Source: an optimization exercise on an open RTL-to-GDS flow (aim: small area). Production flows keep margins and buffers that such runs may drop. Where RTL was checked, it was by simulation tests only, not by an equivalence proof against the original.

==> module ALU1module, before the edit <==
module ALU1module(ra,rb,op,cf,af,RA,CFA,AFA,OFA,CFC,AFC);
	input [15:0] ra,rb;
	input [4:0] op;
	input cf,af;
	output reg [15:0] RA;
	output wire CFA,AFA,OFA,CFC,AFC;
	wire MA = af | (ra[3] & (ra[2] | ra[1]));
	wire MDj = cf | (ra[7] & (ra[6] | ra[5]));
	wire [15:0] Sal = op[3] ? {9'b0, MDj, MDj, 2'b0, MA, MA, 1'b0} : {7'b0, MA, 5'b0, MA, MA, 1'b0};
	wire [15:0] BA = op[4] ? Sal : rb;
	assign AFC = op[4] & MA;
	assign CFC = op[4] & (op[3] ? MDj : MA);
	wire sub = op[0];
	wire ci = (cf & op[1] & ~op[2]) ^ sub;
	wire [15:0] Bx = BA ^ {16{sub}};
	wire [16:0] ac;
	wire [15:0] RSUM;
	assign ac[0] = ci;
	genvar gi;
	generate for (gi = 0; gi < 16; gi = gi + 1) begin: gad
		FullAdder fa(ra[gi], Bx[gi], ac[gi], RSUM[gi], ac[gi+1]);
	end endgenerate
	always @(*)
		case (op[2:0])
			3'b001: RA = ra | BA;
			3'b100: RA = ra & BA;
			3'b110: RA = ra ^ BA;
			default: RA = RSUM;
		endcase
	wire arith = ~((op[2:0] == 3'b001) | (op[2:0] == 3'b100) | (op[2:0] == 3'b110));
	assign CFA = arith & (ac[16] ^ sub);
	assign AFA = arith & (ac[4] ^ sub);
	assign OFA = arith & (ac[15] ^ ac[16]);
endmodule
==> module ALU, before the edit <==
module ALU(CLK,RST,A,V,op,WA,WB,WD,WR,ENADi,opFL,R1,R2,FLAGS,FL,FINP,IF);
	input CLK,RST;
	input [15:0] A;
	input V;
	input [5:0] op;
	input WA,WB,WD,ENADi;
	input [1:0] WR;
	input [2:0] opFL;
	output wire [15:0] R1,R2,FLAGS;
	output wire [5:0] FL;
	output wire FINP,IF;
	reg [15:0] ra, rb, rd;
	always @(posedge CLK or posedge RST)
		if (RST) ra <= 16'h0000; else if (WA) ra <= A;
	always @(posedge CLK or posedge RST)
		if (RST) rb <= 16'h0000; else if (WB) rb <= A;
	always @(posedge CLK or posedge RST)
		if (RST) rd <= 16'h0000; else if (WD) rd <= A;
	reg cf, pf, af, zf, sf, fi, df, of;
	wire [15:0] opA, opB, opD, PR1;
	wire CFD;
	reg [15:0] RE, Q;
	UnidadProducto UnidPro(ra, rb, rd, op[3:0], Q, RE, opA, opB, opD, PR1, R2, CFD);
	reg [3:0] PRE;
	wire P0 = |PRE;
	wire A0 = opA[~PRE];
	wire C = P0 ? Q[5'd16 - {1'b0, PRE}] : 1'b1;
	wire [15:0] Ro;
	wire Co;
	Divi16bits Step(P0 ? RE : opD, A0, opB, C, Ro, Co);
	wire dena = ENADi | P0;
	always @(posedge CLK or posedge RST)
		if (RST) PRE <= 4'd0;
		else if (dena) PRE <= PRE + 4'd1;
	always @(posedge CLK or posedge RST)
		if (RST) RE <= 16'h0000;
		else if (dena) RE <= Ro;
	integer i;
	always @(posedge CLK or posedge RST)
		if (RST) Q <= 16'h0000;
		else for (i = 0; i < 16; i = i + 1)
			if (dena && (PRE == 15 - i)) Q[i] <= Co;
	assign FINP = ~P0;
	wire [15:0] RA;
	wire CFA, AFA, OFA, CFC, AFC;
	ALU1module ALU1(ra, rb, op[4:0], cf, af, RA, CFA, AFA, OFA, CFC, AFC);
	wire [15:0] RB;
	wire CFB, OFB;
	ALU2module ALU2(ra, rb[3:0], V, cf, op[2:0], RB, CFB, OFB);
	reg [15:0] R;
	always @(*)
		case (op[4:3])
			2'b01: R = RB;
			2'b10: R = {RA[15:8], 4'b0, RA[3:0]};
			default: R = RA;
		endcase
	assign R1 = op[5] ? PR1 : R;
	reg CF, OF;
	always @(*)
		case (op[5:3])
			3'b000: begin CF = CFA; OF = OFA; end
			3'b001: begin CF = CFB; OF = OFB; end
			3'b010, 3'b011: begin CF = CFC; OF = OFA; end
			3'b100, 3'b101: begin CF = CFD; OF = CFD; end
			default: begin CF = 1'b0; OF = 1'b0; end
		endcase
	wire AF = op[4] ? AFC : AFA;
	wire P = ~^R1;
	wire Z = ~|R1;
	wire S = R1[15];
	wire we = WR[1] | WR[0];
	wire RSTCF = (opFL == 3'b001);
	wire TOGCF = (opFL == 3'b010);
	wire SETCF = (opFL == 3'b011);
	wire RSTDF = (opFL == 3'b100);
	wire SETDF = (opFL == 3'b101);
	wire RSTIF = (opFL == 3'b110);
	wire SETIF = (opFL == 3'b111);
	wire w10 = WR[1] & ~WR[0];
	always @(posedge CLK or posedge RST)
		if (RST) cf <= 1'b0;
		else if (SETCF) cf <= 1'b1;
		else if (TOGCF) cf <= ~cf;
		else if (we | RSTCF) cf <= (WR[1] ? A[0] : CF) & ~RSTCF;
	always @(posedge CLK or posedge RST)
		if (RST) begin pf <= 1'b0; af <= 1'b0; zf <= 1'b0; sf <= 1'b0; end
		else if (we) begin
			pf <= WR[1] ? A[2] : P;
			af <= WR[1] ? A[4] : AF;
			zf <= WR[1] ? A[6] : Z;
			sf <= WR[1] ? A[7] : S;
		end
	always @(posedge CLK or posedge RST)
		if (RST) fi <= 1'b1;
		else if (RSTIF) fi <= 1'b0;
		else if (SETIF) fi <= 1'b1;
		else if (w10) fi <= A[9];
	always @(posedge CLK or posedge RST)
		if (RST) df <= 1'b0;
		else if (SETDF) df <= 1'b1;
		else if (w10 | RSTDF) df <= A[10] & ~RSTDF;
	always @(posedge CLK or posedge RST)
		if (RST) of <= 1'b0;
		else if (WR[1] ^ WR[0]) of <= WR[1] ? A[11] : OF;
	assign FLAGS = {4'b0, of, df, fi, 1'b0, sf, zf, 1'b0, af, 1'b0, pf, 1'b0, cf};
	assign FL = {df, cf, zf, sf, of, pf};
	assign IF = fi;
endmodule
clock: 20.0 ns
lec_check: 0
cap_margin: 20
core_margin: 2
core_utilization: 40
slew_margin: 20
synth_hierarchical: 1
synth_minimum_keep_size: 0
run.sh (not shown) runs the stock make flow with config.mk's settings and CLKGATE_MAP_FILE= SYNTH_SCRIPT=/design/flow/synth_recipe.tcl, a recipe that flattens the netlist after the stock synthesis.
The baseline produced a clean layout.
Next try:
--- a/flow/design.v
+++ b/flow/design.v
@@ -18,20 +18,18 @@
 	wire [15:0] RSUM;
 	assign ac[0] = ci;
 	genvar gi;
 	generate for (gi = 0; gi < 16; gi = gi + 1) begin: gad
 		FullAdder fa(ra[gi], Bx[gi], ac[gi], RSUM[gi], ac[gi+1]);
 	end endgenerate
-	always @(*)
-		case (op[2:0])
-			3'b001: RA = ra | BA;
-			3'b100: RA = ra & BA;
-			3'b110: RA = ra ^ BA;
-			default: RA = RSUM;
-		endcase
+	wire [3:0] tt = {~op[1], op[0] | op[1], op[0] | op[1], 1'b0};
 	wire arith = ~((op[2:0] == 3'b001) | (op[2:0] == 3'b100) | (op[2:0] == 3'b110));
+	integer j;
+	always @(*)
+		for (j = 0; j < 16; j = j + 1)
+			RA[j] = arith ? RSUM[j] : tt[{ra[j], BA[j]}];
 	assign CFA = arith & (ac[16] ^ sub);
 	assign AFA = arith & (ac[4] ^ sub);
 	assign OFA = arith & (ac[15] ^ ac[16]);
 endmodule
 `timescale 1ns / 1ps
 module ALU2module(ra,rb,V,cf,op,RB,CFB,OFB);
@@ -72,12 +70,24 @@
 			default: c = (k == 4'd15) ? 1'b0 : cfm;
 		endcase
 	assign CFB = c;
 	assign OFB = ra[15] ^ RB[15];
 endmodule
 `timescale 1ns / 1ps
+module DetectorParidad(A,P);
+	input [15:0] A;
+	output wire P;
+	assign P=~(^A[15:0]);
+endmodule
+`timescale 1ns / 1ps
+module DetectorZero(A,Z);
+	input [15:0] A;
+	output wire Z;
+	assign Z=~|A;
+endmodule
+`timescale 1ns / 1ps
 module Divi16bits(D,A0,B,Comp,R,Cout);
 	input [15:0] D,B;
 	input A0,Comp;
 	output wire [15:0] R;
 	output wire Cout;
 	wire [16:0] c;
@@ -1075,14 +1085,15 @@
 			3'b001: begin CF = CFB; OF = OFB; end
 			3'b010, 3'b011: begin CF = CFC; OF = OFA; end
 			3'b100, 3'b101: begin CF = CFD; OF = CFD; end
 			default: begin CF = 1'b0; OF = 1'b0; end
 		endcase
 	wire AF = op[4] ? AFC : AFA;
-	wire P = ~^R1;
-	wire Z = ~|R1;
+	wire P, Z;
+	DetectorParidad Parid(R1, P);
+	DetectorZero Zer(R1, Z);
 	wire S = R1[15];
 	wire we = WR[1] | WR[0];
 	wire RSTCF = (opFL == 3'b001);
 	wire TOGCF = (opFL == 3'b010);
 	wire SETCF = (opFL == 3'b011);
 	wire RSTDF = (opFL == 3'b100);
Core utilization barely changes. Non-clock buffer count falls by 5. Sequential cell count is unchanged. Cell area falls by 2.4%. Hold slack gets better by 0.0078 ns. Cell count falls by 2.1%. Wire length falls by 5.1%. Clock skew rises by 0.0071 ns. Area after synthesis falls by 2.4%. Die area falls by 2.3%. Fmax stays flat.
For the first run of this note, only the layout was checked, not whether the RTL still works.

==> port drivers added, routing unchanged <==
How much do the figures lean on ideal ports? The routed layouts below were timed once more, with nothing changed but the port constraints.
Step 1 sets driving cells, clkbuf_16 on the clock port and buf_2 on the other inputs (assumed; they add their load-dependent delay and slew).
Step 2, shift: input delay + t, output delay - t, t = (earliest + latest rising clock arrival at the registers) / 2. This alone moves slack from input paths to output paths.
Three values: ideal, step 1, step 2; two values: the first two.
run	t, ns	setup WS [ns]	worst hold slack (ns)	worst setup path at the end	slew at the worst register clock pin (ns)
the first run	0.400	0.548 / 0.458 / 0.458	0.511 / 0.511 / 0.511	input to output	0.07 / 0.07
the second run	0.413	0.574 / 0.531 / 0.531	0.519 / 0.519 / 0.519	input to output	0.09 / 0.09
After both steps setup and hold are still met in every run listed. For the first run, which loses most, drivers alone change the setup slack by -0.090 ns; drivers and shift together by -0.090 ns.
